From an optimization exercise on the open Yosys and OpenROAD flow, aimed at small area, a short achievable clock period and few clock cycles per item; shortcuts taken in it are not production practice. No functional check of the RTL was part of any run shown here. No activity file was given, so power comes from the tool's default toggle rates.

`flow/flow/run.sh`:
```
#!/bin/bash
# Standard layout with two changes: the port buffers are buf_1 (inputs) and
# buf_4 (outputs) instead of the default choice (a slow delay buffer), and
# repair_timing aims at a larger setup margin.
set -euo pipefail
here=$(cd "$(dirname "$0")" && pwd)
export BUFFER_PORTS_ARGS="-inputs -buffer_cell sky130_fd_sc_hd__buf_1"
export PRE_GLOBAL_PLACE_TCL="$here/ports.tcl"
export SETUP_SLACK_MARGIN=5.8
bash standard.sh > standard_flow.log 2>&1
```
`flow/flow/ports.tcl`:
```
# Output ports get buf_4 buffers (they drive the 10 fF port load); the input
# ports are buffered with buf_1 through BUFFER_PORTS_ARGS.
buffer_ports -outputs -buffer_cell sky130_fd_sc_hd__buf_4
```
`flow/standard.sh`:
```
#!/bin/bash
# synth_recipe.tcl (not shown) runs the flow's synth.tcl, then flattens the netlist and writes it again
# the make line also repeats each setting of config.mk as NAME=value (left out here)
make -C /OpenROAD-flow-scripts/flow DESIGN_CONFIG=/design/flow/config.mk WORK_HOME=/design/flow/orfs CLKGATE_MAP_FILE= SYNTH_SCRIPT=/design/flow/synth_recipe.tcl "${@:-finish}"
```
`flow/config.mk`:
```
export PLATFORM = sky130hd
export DESIGN_NAME = pdcch_top
export DESIGN_NICKNAME = pdcch_top
export VERILOG_FILES = /design/flow/design.v
export SDC_FILE = /design/flow/constraint.sdc
export NUM_CORES = 4
export LEC_CHECK = 0
export ABC_CLOCK_PERIOD_IN_PS = 2500
export CAP_MARGIN = 20
export CORE_MARGIN = 2
export CORE_UTILIZATION = 40
export CTS_BUF_LIST = sky130_fd_sc_hd__clkbuf_8
export CTS_CLUSTER_DIAMETER = 80
export CTS_CLUSTER_SIZE = 30
export SLEW_MARGIN = 20
```
`flow/constraint.sdc`:
```
create_clock -name core_clock -period 8.5 [get_ports {clk}]
set_input_delay 1.7000 -clock core_clock [delete_from_list [all_inputs] [get_ports {clk}]]
set_output_delay 1.7000 -clock core_clock [all_outputs]
set_load 0.01 [all_outputs]
```
`flow/design.v`:
```
module pdcch_top #(parameter
  TOP_CONFIG_BIT_WIDTH=110,
  CONT_CONFIG_BIT_WIDTH=105,
  OP_DATA_WIDTH=8,
  FIFO_DEPTH=16,
  PTR_SIZE=$clog2(FIFO_DEPTH)
)(
  input                             clk,
  input                             reset,
  input  [TOP_CONFIG_BIT_WIDTH-1:0] s_axis_top_config_data,
  input                             s_axis_top_config_valid,
  output                            s_axis_top_config_ready,
  output [OP_DATA_WIDTH-1:0]        m_axis_top_data,
  output                            m_axis_top_valid,
  input                             m_axis_top_ready
);
  localparam [30:0] X1C = 31'h5e485840;   
  localparam [30:0] R0  = 31'h0099110e;   
  localparam [30:0] R1  = 31'h0132221c;   
  wire [109:0] din  = s_axis_top_config_data;
  wire         vin  = s_axis_top_config_valid;
  wire         mrdy = m_axis_top_ready;
  wire [8:0]  bwpsize  = din[109:101];
  wire [11:0] bwpstart = din[100:89];
  wire [6:0]  slot     = din[86:80];
  wire [15:0] nid      = din[79:64];
  wire [3:0]  sym      = din[63:60];
  wire [12:0] doff     = din[57:45];
  function automatic [30:0] a1_2(input [30:0] s);
    a1_2 = {s[4]^s[1], s[3]^s[0], s[30:2]};
  endfunction
  function automatic [30:0] a2_2(input [30:0] s);
    a2_2 = {s[4]^s[3]^s[2]^s[1], s[3]^s[2]^s[1]^s[0], s[30:2]};
  endfunction
  function automatic [30:0] a1_16(input [30:0] s);
    integer m;
    reg [15:0] e;
    begin
      for (m = 0; m < 16; m = m + 1) e[m] = s[m] ^ s[m+3];
      a1_16 = {e, s[30:16]};
    end
  endfunction
  function automatic [30:0] a2_16(input [30:0] s);
    integer m;
    reg [15:0] e;
    begin
      for (m = 0; m < 16; m = m + 1) e[m] = s[m] ^ s[m+1] ^ s[m+2] ^ s[m+3];
      a2_16 = {e, s[30:16]};
    end
  endfunction
  reg        s_wait, s_mul, s_skip, s_acc, s_emit;
  reg [30:0] x1, u;
  reg [14:0] acc;
  reg        c1, dz, df;            
  reg [12:0] sk;
  reg        fast, skz;             
  reg [16:0] cnt;
  reg        last;                  
  reg [3:0]  j;
  reg        bjr;                   
  reg [1:0]  pst;
  reg        pcur;
  reg [1:0]  od;                    
  reg        ov;
  wire p_ok   = (pst == 2'd3);
  wire ofree  = !ov || mrdy;
  wire gen    = (s_emit || (s_acc && !cnt[16])) && ofree;
  wire load   = p_ok && (s_wait || (s_emit && ofree && last));
  wire sk_run = s_skip && !skz;
  wire [1:0] item = {x1[1] ^ (^(u & R1)), x1[0] ^ (^(u & R0))};
  wire cnt_hi0  = (cnt[16:4] == 13'd0);
  wire cnt_is1  = cnt_hi0 && (cnt[3:0] == 4'd1);
  wire cnt_is8  = cnt_hi0 && (cnt[3:0] == 4'd8);
  wire        dec8    = s_skip && fast;
  wire [13:0] cnt_hid = cnt[16:3] - 14'd1;
  wire [16:0] cnt_dec = {(dec8 || cnt[2:0] == 3'd0) ? cnt_hid : cnt[16:3],
                         dec8 ? cnt[2:0] : cnt[2:0] - 3'd1};
  wire sk_is1   = (sk == 13'd1);
  wire sk_is8   = (sk == 13'd8);
  wire [12:0] sk_dec = dec8 ? {sk[12:3] - 10'd1, sk[2:0]} : {sk[12:3], sk[2:0] - 3'd1};
  wire skip_end = fast ? sk_is8 : sk_is1;
  wire [10:0] a_val = {sk[10:4], 4'b0} - {3'b0, sk[10:4], 1'b0} + {7'b0, sk[3:0]} + 11'd1;
  wire [24:0] bin = {bwpstart, nid[12:0]};
  reg  [24:0] bsel;
  reg         bone;
  integer k;
  always @(*) begin
    bsel = 25'd0;
    bone = 1'b0;
    if (load)
      bsel[24] = 1'b1;                        
    else if (pst == 2'd1)
      bsel[12] = 1'b1;                        
    else if (s_mul) begin
      for (k = 1; k < 13; k = k + 1)
        if (j == k) bsel[12 + k] = 1'b1;      
    end else begin
      for (k = 2; k < 14; k = k + 1)
        if (j == k) bsel[k - 2] = 1'b1;       
      if (j == 4'd1) bone = 1'b1;             
    end
  end
  wire [14:0] acc_add = {acc[13:0], 1'b0} + {2'b0, sk};
  wire [10:0] three_b = {1'b0, sk[8:0], 1'b0} + {2'b0, sk[8:0]};   
  reg [12:0] sk_n;
  reg        sk_w, fast_n, skz_n;
  always @(*) begin
    sk_w   = 1'b0;
    sk_n   = sk;
    fast_n = fast && (sk[12:3] != 10'd1);
    skz_n  = skip_end;
    if (!pcur) begin
      if (vin) begin sk_w = 1'b1; sk_n = {2'b00, slot, sym}; end
    end else if (pst == 2'd1) begin
      sk_w = 1'b1; sk_n = {2'b00, a_val};
    end else if (pst == 2'd2 && j == 4'd0 && !s_mul) begin
      sk_w = 1'b1; sk_n = {4'd0, bwpsize};
    end
    if (load) begin
      sk_w   = 1'b1;
      sk_n   = c1 ? {2'b0, three_b} : doff;
      fast_n = df;
      skz_n  = dz;
    end else if (s_mul) begin
      sk_w   = (pst == 2'd3);
      sk_n   = doff;
      fast_n = df;
      skz_n  = dz;
    end else if (sk_run) begin
      sk_w   = 1'b1;
      sk_n   = sk_dec;
    end
  end
  always @(posedge clk) begin
    if (sk_w) begin
      sk   <= sk_n;
      fast <= fast_n;
      skz  <= skz_n;
    end
  end
  wire lfsr_en = load || sk_run || gen;
  always @(posedge clk) begin
    if (lfsr_en) begin
      if (load) begin
        u  <= {acc[13:0], nid, 1'b0};
        x1 <= X1C;
      end else if (s_skip && fast) begin
        x1 <= a1_16(x1);
        u  <= a2_16(u);
      end else begin
        x1 <= a1_2(x1);
        u  <= a2_2(u);
      end
    end
  end
  always @(posedge clk) begin
    if (load) begin
      cnt  <= {5'd0, three_b, 1'b0};
      last <= (sk[8:0] == 9'd0);
    end else if (s_mul) begin
      cnt  <= {1'b0, acc, 1'b0};         
      last <= (acc == 15'd0);
    end else if (sk_run || gen) begin
      cnt  <= cnt_dec;
      last <= (s_skip && fast) ? cnt_is8 : cnt_is1;
    end
  end
  always @(posedge clk) begin
    c1 <= (din[88:87] == 2'd1);
    dz <= (doff == 13'd0);
    df <= |doff[12:3];
    bjr <= bone | (|(bin & bsel));
    if (load) begin
      acc <= 15'd0;
      j   <= 4'd11;
    end else if (!pcur) begin
      acc <= 15'd0;
    end else if (pst == 2'd1) begin
      j   <= 4'd13;
    end else if (pst == 2'd2) begin
      acc <= bjr ? acc_add : {acc[13:0], 1'b0};
      j   <= j - 4'd1;
    end
  end
  always @(posedge clk) begin
    if (reset) begin
      s_wait <= 1'b1;
      s_mul  <= 1'b0;
      s_skip <= 1'b0;
      s_acc  <= 1'b0;
      s_emit <= 1'b0;
      pst    <= 2'd0;
      pcur   <= 1'b0;
      ov     <= 1'b0;
    end else begin
      if (gen) begin
        od <= item;
        ov <= 1'b1;
      end else if (mrdy)
        ov <= 1'b0;
      if (!pcur) begin
        if (vin) begin
          pst  <= 2'd1;
          pcur <= 1'b1;
        end
      end else if (pst == 2'd1)
        pst <= 2'd2;
      else if (pst == 2'd2 && j == 4'd0)
        pst <= 2'd3;
      if (load && c1)
        pst <= 2'd2;
      if (s_acc) begin
        pcur <= 1'b0;
        pst  <= 2'd0;
      end
      if (load) begin
        s_wait <= 1'b0;
        s_emit <= 1'b0;
        s_mul  <= c1;
        s_acc  <= !c1 && dz;
        s_skip <= !c1 && !dz;
      end else if (s_mul) begin
        if (pst == 2'd3) begin
          s_mul  <= 1'b0;
          s_skip <= 1'b1;
        end
      end else if (s_skip) begin
        if (skz || skip_end) begin
          s_skip <= 1'b0;
          s_acc  <= 1'b1;
        end
      end else if (s_acc) begin
        s_acc <= 1'b0;
        if (cnt[16] || (gen && last)) s_wait <= 1'b1;
        else                          s_emit <= 1'b1;
      end else if (s_emit) begin
        if (gen && last) begin
          s_emit <= 1'b0;
          s_wait <= 1'b1;
        end
      end
    end
  end
  assign s_axis_top_config_ready = s_acc;
  assign m_axis_top_valid = ov;
  assign m_axis_top_data  = {6'b000000, od};
endmodule
```
==> flow_summary_export.csv, run 1 <==
group,metric,value,unit
run_status,status,"timing/DRC/antenna clean",
finish,multiInputGateArea,5980,µm²
global_route,grt_pass1_vias,7862,
timing,slew_headroom,25.5,%
placement,dpl.hpwl,18.6,mm
critical_path,r2r_cells,12,
clock_tree,clock-root-buffer,"clkbuf_8",
floorplanning,fp-row-count,55,
clock_tree,cts.sinks,129,
critical_path,required,8.71,ns
clock_tree,clk_latency,0.46,ns
clock_tree,clockBufferDepth,2,
synthesis,syn_area_per_cell,8.99,µm²
pwr,p_leak,4.34,nW
worst_hold_path,whs_path_depth,2,
route,drt-total-wl,30.7,mm
synthesis,yosys-top-cells-count,"nand2_1, edfxtp_1, nor2_1",
timing,grt_setup_unrepaired,"yes",
floorplanning,die_w,156,µm
critical_path,critPathKind,"in -> reg",
placement,dpl_cell_area,9840,µm²
clock_tree,cts-hold-fix-buffers,0,
timing,maxSlewViolCount,0,
global_route,grtUsageTotal,23.4,%
finish,drive_gt1_share,17.8,%
finish,register_area,3490,µm²
worst_hold_path,min_to,"s_acc",
placement,place_congestion,0.865,
timing,fin_crit_sh,34.0,%
route,firstDrtPassIters,5,
synthesis,yosys.area.top_type,"edfxtp_1",
route,drt_iter0_drc,933,
synthesis,syn_inst,1026,
critical_path,path_max_fanout,5,
timing,clock.fmax,0.346,GHz
route,wl_per_cell,21.2,µm
timing,finalClockSkew,0.0174,ns
critical_path,crit_path_start_kind,"input port",
route,via_count,8652,
synthesis,synth_cell_type_count,79,
synthesis,ys_ff_latch,129,
route,drc,0,
finish,n_fill_cell,2027,
critical_path,r2r_start,"sk[1]",
route,vias_per_cell,5.99,
timing,finalHoldViolCount,0,
finish,layout.nets,1325,
synthesis,synthFlopType,"edfxtp_1",
critical_path,cp-end-kind,"register",
clock_tree,htreeDepth,4,
floorplanning,dieArea,24300,µm²
synthesis,synth_area,9220,µm²
placement,port_buffers,70,
critical_path,rr_endpoint,"sk[9]",
timing,worst_pin_slew,1.12,ns
synthesis,async_flop_share,0,%
global_route,grt_pass1_wl,43.8,mm
timing,setup_violations,0,
finish,syn_to_final_growth,26.7,%
synthesis,yosysWarnings,1,
critical_path,arrival,3.10,ns
pwr,power_density,209,nW/µm²
critical_path,reg2reg_slack,5.74,ns
timing,fin_crit,2.89,ns
floorplanning,die_y,156,µm
synthesis,synth_edf_count,91,
worst_hold_path,hp-start,"dz",
route,ant_nets,0,
clock_tree,numCtsBuffers,17,
global_route,grt_max_degree,68,
synthesis,synth.top_cell.area_share,29.6,%
synthesis,synth_area_leaders,"edfxtp_1, ha_1, dfxtp_1",
job,drv_cap,0,
synthesis,ys_seq_area_share,37.9,%
timing,setup-tns-final,0,ns
clock_tree,cts_tree,"built",
finish,fin_area,11700,µm²
global_route,grt.overflow.total,0,
synthesis,yosysMostFrequentCell,"nand2_1",
clock_tree,clk_pin_slew_worst_paths,0.09,ns
floorplanning,start_util,40.7,%
floorplanning,core,22600,µm²
floorplanning,pin_count,124,
global_route,antenna_found_initial,0,
pwr,worst_ir_drop_vdd,0.0981,mV
finish,diodes,0,
worst_hold_path,hp-class,"reg -> reg",
[worst max-delay path, cell delays in order]
cell	delay [ns]
buf_1	0.06
nand2b_4	0.16
a31oi_4	0.11
nand3b_1	0.36
mux2i_1	0.20
a221o_1	0.27
a211o_1	0.23
[metrics by stage]
stage | setup slack [ns] | power [W] | util (%) | cells | hold WS [ns]
finish | 5.61 | 0.00245 | 51.6 | 1445 | 0.523
global route | 5.55 | 0.00258 | 51.6 | 1445 | 0.538
CTS | 5.65 | 0.00236 | 47.7 | 1401 | 0.513
detailed placement | 4.42 | 0.00178 | 43.5 | 1332 | 0.506
global placement | 4.43 | 0.00177 | 43.5 | 1332 | 0.510
floorplan | 5.38 | 0.00155 | - | 1031 | 0.474
[where the power goes]
group / internal [W] / switching [W] / leakage (nW)
clock network: 0.000234 / 0.000286 / 0.188
logic: 0.000460 / 0.000585 / 2.99
registers: 0.000775 / 0.000106 / 1.16
total: 0.00147 / 0.000976 / 4.34
[layout by cell type (no fill, tap or decap), types with 20 or more instances in the layout]
| cell | netlist | routed |
|---|---|---|
| a211oi_1 | 29 | 23 |
| a21oi_1 | 59 | 56 |
| a31oi_1 | 23 | 20 |
| buf_1 | 3 | 66 |
| buf_4 | 6 | 37 |
| dfxtp_1 | 38 | 37 |
| edfxtp_1 | 91 | 91 |
| ha_1 | 61 | 60 |
| inv_1 | 36 | 35 |
| nand2_1 | 135 | 124 |
| nand3_1 | 28 | 22 |
| nor2_1 | 86 | 80 |
| o21ai_0 | 29 | 23 |
| o21ai_1 | 34 | 33 |
| xnor2_1 | 81 | 81 |
[routing by layer]
layer	wire (µm)	GRT usage [%]
met5	0	0
met4	818	9.74
met3	2590	4.22
met2	14400	38.1
met1	12800	30.7
[kinds of logic (layout without fill, tap and decap cells)]
| family | count (synthesis) | count (layout) | synth area share [%] |
|---|---|---|---|
| AO/OA/AOI/OAI | 281 | 281 | 20.3 |
| multiplexers | 18 | 18 | 2.13 |
| buffers and inverters | 95 | 216 | 4.34 |
| adder cells (fa/ha/maj) | 64 | 64 | 8.93 |
| XOR/XNOR | 97 | 97 | 9.21 |
| flip-flops | 129 | 129 | 37.9 |
| AND/OR/NAND/NOR | 341 | 349 | 17.2 |
| other | 1 | 6 | 0.0407 |
[sequential cells by signal, summed over array words and instances (netlist names), 2 cells and up]
register	count
pst	2
u	31
sk	13
x1	31
cnt	17
acc	15
od	2
j	4
[what timing repair did]
action                                  4_1_cts  5_1_grt
gates cloned                                  6       18
setup buffers                                31       26
pin swaps                                    11       31
endpoints found under the setup margin      185      121
resized for setup                            35       72
[final cells by class]
type / instances / share of cell area [%]
multi-input combinational: 815 / 51.2
sequential: 129 / 29.9
timing repair buffer: 147 / 11.5
tap: 285 / 3.05
clock buffer: 17 / 2.00
inverter: 37 / 1.21
clock inverter: 15 / 1.16
[worst max path at each step]
| stage | from | depth (start not counted) | endpoint |
|---|---|---|---|
| after global placement | m_axis_top_ready | 8 | acc[13] |
| after global routing | m_axis_top_ready | 7 | sk[6] |
| after CTS | m_axis_top_ready | 7 | sk[9] |
| after floorplan | m_axis_top_ready | 7 | u[0] |
| final | m_axis_top_ready | 7 | sk[9] |
| after detailed placement | m_axis_top_ready | 8 | acc[13] |
==> run 2, diff against run 1 <==
--- a/flow/design.v
+++ b/flow/design.v
@@ -59,12 +59,12 @@
   reg [3:0]  j;
   reg        bjr;                   
-  reg [1:0]  pst;
+  reg        p_a, p_h, p_d;         
+  reg        jz;                    
   reg        pcur;
-  reg [1:0]  od;                    
-  reg        ov;
-  wire p_ok   = (pst == 2'd3);
-  wire ofree  = !ov || mrdy;
-  wire gen    = (s_emit || (s_acc && !cnt[16])) && ofree;
-  wire load   = p_ok && (s_wait || (s_emit && ofree && last));
+  reg [1:0]  od, td;                
+  reg        ov, tv;
+  wire p_ok   = p_d;
+  wire gen    = (s_emit || (s_acc && !cnt[16])) && !tv;
+  wire load   = p_ok && (s_wait || (s_emit && !tv && last));
   wire sk_run = s_skip && !skz;
   wire [1:0] item = {x1[1] ^ (^(u & R1)), x1[0] ^ (^(u & R0))};
@@ -90,5 +90,5 @@
     if (load)
       bsel[24] = 1'b1;                        
-    else if (pst == 2'd1)
+    else if (p_a)
       bsel[12] = 1'b1;                        
     else if (s_mul) begin
@@ -111,8 +111,8 @@
     skz_n  = skip_end;
     if (!pcur) begin
-      if (vin) begin sk_w = 1'b1; sk_n = {2'b00, slot, sym}; end
-    end else if (pst == 2'd1) begin
+      sk_w = 1'b1; sk_n = {2'b00, slot, sym};
+    end else if (p_a) begin
       sk_w = 1'b1; sk_n = {2'b00, a_val};
-    end else if (pst == 2'd2 && j == 4'd0 && !s_mul) begin
+    end else if (p_h && jz && !s_mul) begin
       sk_w = 1'b1; sk_n = {4'd0, bwpsize};
     end
@@ -123,5 +123,5 @@
       skz_n  = dz;
     end else if (s_mul) begin
-      sk_w   = (pst == 2'd3);
+      sk_w   = p_d;
       sk_n   = doff;
       fast_n = df;
@@ -174,11 +174,14 @@
       acc <= 15'd0;
       j   <= 4'd11;
+      jz  <= 1'b0;
     end else if (!pcur) begin
       acc <= 15'd0;
-    end else if (pst == 2'd1) begin
+    end else if (p_a) begin
       j   <= 4'd13;
-    end else if (pst == 2'd2) begin
+      jz  <= 1'b0;
+    end else if (p_h) begin
       acc <= bjr ? acc_add : {acc[13:0], 1'b0};
       j   <= j - 4'd1;
+      jz  <= (j == 4'd1);
     end
   end
@@ -190,27 +193,47 @@
       s_acc  <= 1'b0;
       s_emit <= 1'b0;
-      pst    <= 2'd0;
+      p_a    <= 1'b0;
+      p_h    <= 1'b0;
+      p_d    <= 1'b0;
       pcur   <= 1'b0;
       ov     <= 1'b0;
+      tv     <= 1'b0;
     end else begin
-      if (gen) begin
-        od <= item;
-        ov <= 1'b1;
+      if (tv) begin
+        if (mrdy) begin
+          od <= td;
+          tv <= 1'b0;
+        end
+      end else if (gen) begin
+        if (!ov || mrdy) begin
+          od <= item;
+          ov <= 1'b1;
+        end else begin
+          td <= item;
+          tv <= 1'b1;
+        end
       end else if (mrdy)
         ov <= 1'b0;
       if (!pcur) begin
         if (vin) begin
-          pst  <= 2'd1;
+          p_a  <= 1'b1;
           pcur <= 1'b1;
         end
-      end else if (pst == 2'd1)
-        pst <= 2'd2;
-      else if (pst == 2'd2 && j == 4'd0)
-        pst <= 2'd3;
-      if (load && c1)
-        pst <= 2'd2;
+      end else if (p_a) begin
+        p_a <= 1'b0;
+        p_h <= 1'b1;
+      end else if (p_h && jz) begin
+        p_h <= 1'b0;
+        p_d <= 1'b1;
+      end
+      if (load && c1) begin
+        p_d <= 1'b0;
+        p_h <= 1'b1;
+      end
       if (s_acc) begin
         pcur <= 1'b0;
-        pst  <= 2'd0;
+        p_a  <= 1'b0;
+        p_h  <= 1'b0;
+        p_d  <= 1'b0;
       end
       if (load) begin
@@ -221,5 +244,5 @@
         s_skip <= !c1 && !dz;
       end else if (s_mul) begin
-        if (pst == 2'd3) begin
+        if (p_d) begin
           s_mul  <= 1'b0;
           s_skip <= 1'b1;
==> run 2 against run 1 <==
Against the previous run:
- register-to-register slack better by 0.09 ns
- global-route usage fell by 1.6 points
- setup slack better by 0.22 ns
- wire length down 12%
- critical path type is now reg -> reg
- fmax increased by 8.1%
- sequential share of layout area rose by 4.2 points
- clock skew shrank 0.0013 ns
- combinational power fell by 58%
- hold slack better by 0.037 ns
- non-clock buffer count is 48 lower
- largest cell class unchanged
- synthesized cell count increased by 3.9%
- power fell by 31%
- critical endpoint unchanged
==> flow_summary_export.csv, run 2 <==
group,metric,value,unit
timing,worst_slack,5.83,ns
finish,drive_gt1_share,9.89,%
timing,fin_crit,2.67,ns
clock_tree,numCtsBuffers,17,
worst_hold_path,hp-class,"reg -> reg",
finish,layout.nets,1304,
synthesis,yosys.area.top_type,"edfxtp_1",
pwr,p_leak,3.81,nW
finish,postLayoutCoreUtil,45.5,%
timing,slew_headroom,38.9,%
timing,grt_setup_unrepaired,"yes",
global_route,grt.overflow.total,0,
critical_path,arrival,2.92,ns
clock_tree,cts_tree,"built",
timing,setup_violations,0,
clock_tree,clock-root-buffer,"clkbuf_8",
synthesis,syn_inst,1066,
synthesis,synth_edf_count,93,
timing,maxSlewViolCount,0,
synthesis,synth_area,9400,µm²
synthesis,synth_cell_type_count,77,
pwr,worst_ir_drop_vdd,0.0846,mV
synthesis,async_flop_share,0,%
pwr,power_density,159,nW/µm²
placement,post-place-ws,5.37,ns
timing,finalClockSkew,0.0162,ns
critical_path,crit_path_start_kind,"register",
synthesis,synth_area_leaders,"edfxtp_1, dfxtp_1, ha_1",
critical_path,required,8.75,ns
synthesis,yosysMostFrequentCell,"nand2_1",
critical_path,cp_slowest_stage_delay,0.47,ns
critical_path,slowest_stage,"edfxtp_1",
route,drt-total-wl,27.0,mm
synthesis,yosys-top-cells-count,"nand2_1, nor2_1, edfxtp_1",
job,drv_cap,0,
run_status,status,"timing/DRC/antenna clean",
clock_tree,clk_latency,0.45,ns
synthesis,ys_ff_latch,134,
timing,clock.fmax,0.374,GHz
global_route,grt_max_degree,81,
route,ant_nets,0,
finish,diodes,0,
finish,mostFrequentLayoutCells,"nand2_1, nor2_1, edfxtp_1, o21ai_0, xnor2_1",
placement,place_congestion,0.921,
critical_path,path_max_fanout,3,
finish,reg_top3,"u: 31 flops, x1: 31 flops, cnt: 17 flops",
critical_path,critPathKind,"reg -> reg",
synthesis,synth.top_cell.area_share,29.7,%
finish,final_common_cell,"nand2_1",
floorplanning,start_util,40.4,%
route,firstDrtPassIters,5,
route,vias_per_cell,5.71,
synthesis,synthFlopType,"edfxtp_1",
route,drt_iter0_drc,798,
critical_path,cp-end-kind,"register",
timing,fin_crit_sh,31.4,%
placement,dpl.hpwl,19.0,mm
route,drc,0,
clock_tree,clockBufferDepth,2,
route,wl_per_cell,18.4,µm
synthesis,syn_area_per_cell,8.82,µm²
global_route,antenna_found_initial,0,
floorplanning,core,23300,µm²
placement,port_buffers,70,
clock_tree,clk_pin_slew_worst_paths,0.08,ns
global_route,grt_pass1_vias,7503,
floorplanning,die_w,157,µm
synthesis,yosysWarnings,1,
clock_tree,cts.sinks,134,
synthesis,ys_seq_area_share,38.4,%
global_route,grtUsageTotal,21.8,%
critical_path,cp_cell_sequence,"ha_4, inv_2, ha_4, inv_2, fa_2, nor2b_2, o31a_1, o21a_1, o41ai_2, xnor2_1, o311ai_1",
finish,syn_to_final_growth,12.7,%
timing,finalHoldViolCount,0,
floorplanning,fp-row-count,56,
timing,setup-tns-final,0,ns
global_route,grt_pass1_wl,41.9,mm
floorplanning,die_y,157,µm
floorplanning,pin_count,124,
timing,worst_pin_slew,0.915,ns
route,via_count,8338,
floorplanning,dieArea,24700,µm²
clock_tree,htreeDepth,4,
## run 2: cell count changes after synthesis, moves of 7 or more
cell,previous run,this run
o21ai_1,34,3
nor3_1,15,27
o21ai_0,29,77
nand2_1,135,144
a21oi_1,59,67
clkbuf_1,39,31
nor2_1,86,99
mux2i_1,14,7
## run 2: worst max-delay path, delay by kind of cell (launching register included)
kind                       cells  cell delay, ns
AOI/OAI and AO/OA              4            1.05
DFF                            1            0.47
adders and majority gates      3            0.66
and+or+nand+nor                1            0.05
xor gates and xnor gates       1            0.12
buffers and inverters          2            0.09
## run 2: metrics by stage
| stage | power [W] | hold slack (ns) | instances | cell area, µm² |
|---|---|---|---|---|
| 2_1_floorplan | 0.00104 | 0.472 | 1071 | 9430 |
| 3_3_place_gp | 0.00113 | 0.538 | 1406 | 9880 |
| 3_5_place_dp | 0.00114 | 0.536 | 1406 | 9880 |
| 4_1_cts | 0.00165 | 0.562 | 1453 | 10400 |
| 5_1_grt | 0.00177 | 0.599 | 1461 | 10600 |
| 6_report | 0.00169 | 0.560 | 1461 | 10600 |
## run 2: per-layer routing
| layer | routed length, µm | vias up | GRT usage [%] |
|---|---|---|---|
| li1 | - | 4026 | - |
| met1 | 12800 | 3946 | 31.4 |
| met3 | 1580 | 42 | 3.03 |
| met5 | 0 | - | 0 |
| met2 | 11800 | 324 | 33.0 |
| met4 | 768 | 0 | 8.48 |
## run 2: final timing paths
kind	startpoint	endpoint	slack, ns	cells after the start
max	sk[4]	sk[9]	5.83	11
min reg2reg	jz	jz	0.56	2
min	jz	jz	0.56	2
max reg2reg	sk[4]	sk[9]	5.83	11
## run 2: cell families (layout without fill, tap and decap cells)
group	count (synthesis)	in the layout	synth area share [%]
buf+inv	96	167	4.43
other cells	1	6	0.0399
compound gates	303	303	21.2
mux	11	11	1.22
flops	134	134	38.4
xor+xnor	93	93	8.66
fa+ha+maj	60	60	8.22
simple gates	368	368	17.8
## run 2: final cells by class
type	count	area, µm²
Fill cell	2310	12700
Multi-Input combinational cell	841	5590
Sequential cell	134	3620
Timing Repair Buffer	99	503
Tap cell	319	399
Clock buffer	17	234
Inverter	37	141
Clock inverter	14	113
## run 2: where the power goes
group	internal, W	switching (W)
registers	0.000716	0.0000455
logic	0.000194	0.000240
clock network	0.000227	0.000265
## run 2: timing repair
| action | 4_1_cts | 5_1_grt |
|---|---|---|
| pin swaps | 3 | 7 |
| endpoints found under the setup margin | 20 | 41 |
| resized for setup | 12 | 28 |
| endpoints found under the hold margin | 0 | 0 |
| setup buffers | 16 | 8 |
| hold buffers | 0 | 0 |

## static timing again, ports no longer ideal
The flow's constraints put no driver on any port. The routed layouts listed below were extracted and timed again, unchanged, in two steps. Step 1 sets driving cells, clkbuf_16 on the clock port and buf_2 on the other inputs (assumed; they add their load-dependent delay and slew). Step 2 also shifts input and output timing later by t, the mid clock arrival at the registers, as if the neighbouring blocks saw the same clock. Slacks: ideal ports / drivers / drivers and shift; pairs: ideal ports / drivers.
run | t (ns) | setup WS [ns] | hold slack, ns | worst setup path at the end
run 1 | 0.491 | 5.612 / 5.631 / 5.140 | 0.523 / 0.523 / 0.523 | input to register
run 2 | 0.491 | 5.829 / 5.829 / 5.405 | 0.560 / 0.560 / 0.560 | input to register
After both steps every run listed still meets setup and hold. For run 1, which loses most, drivers alone change the setup slack by +0.019 ns; drivers and shift together by -0.472 ns.
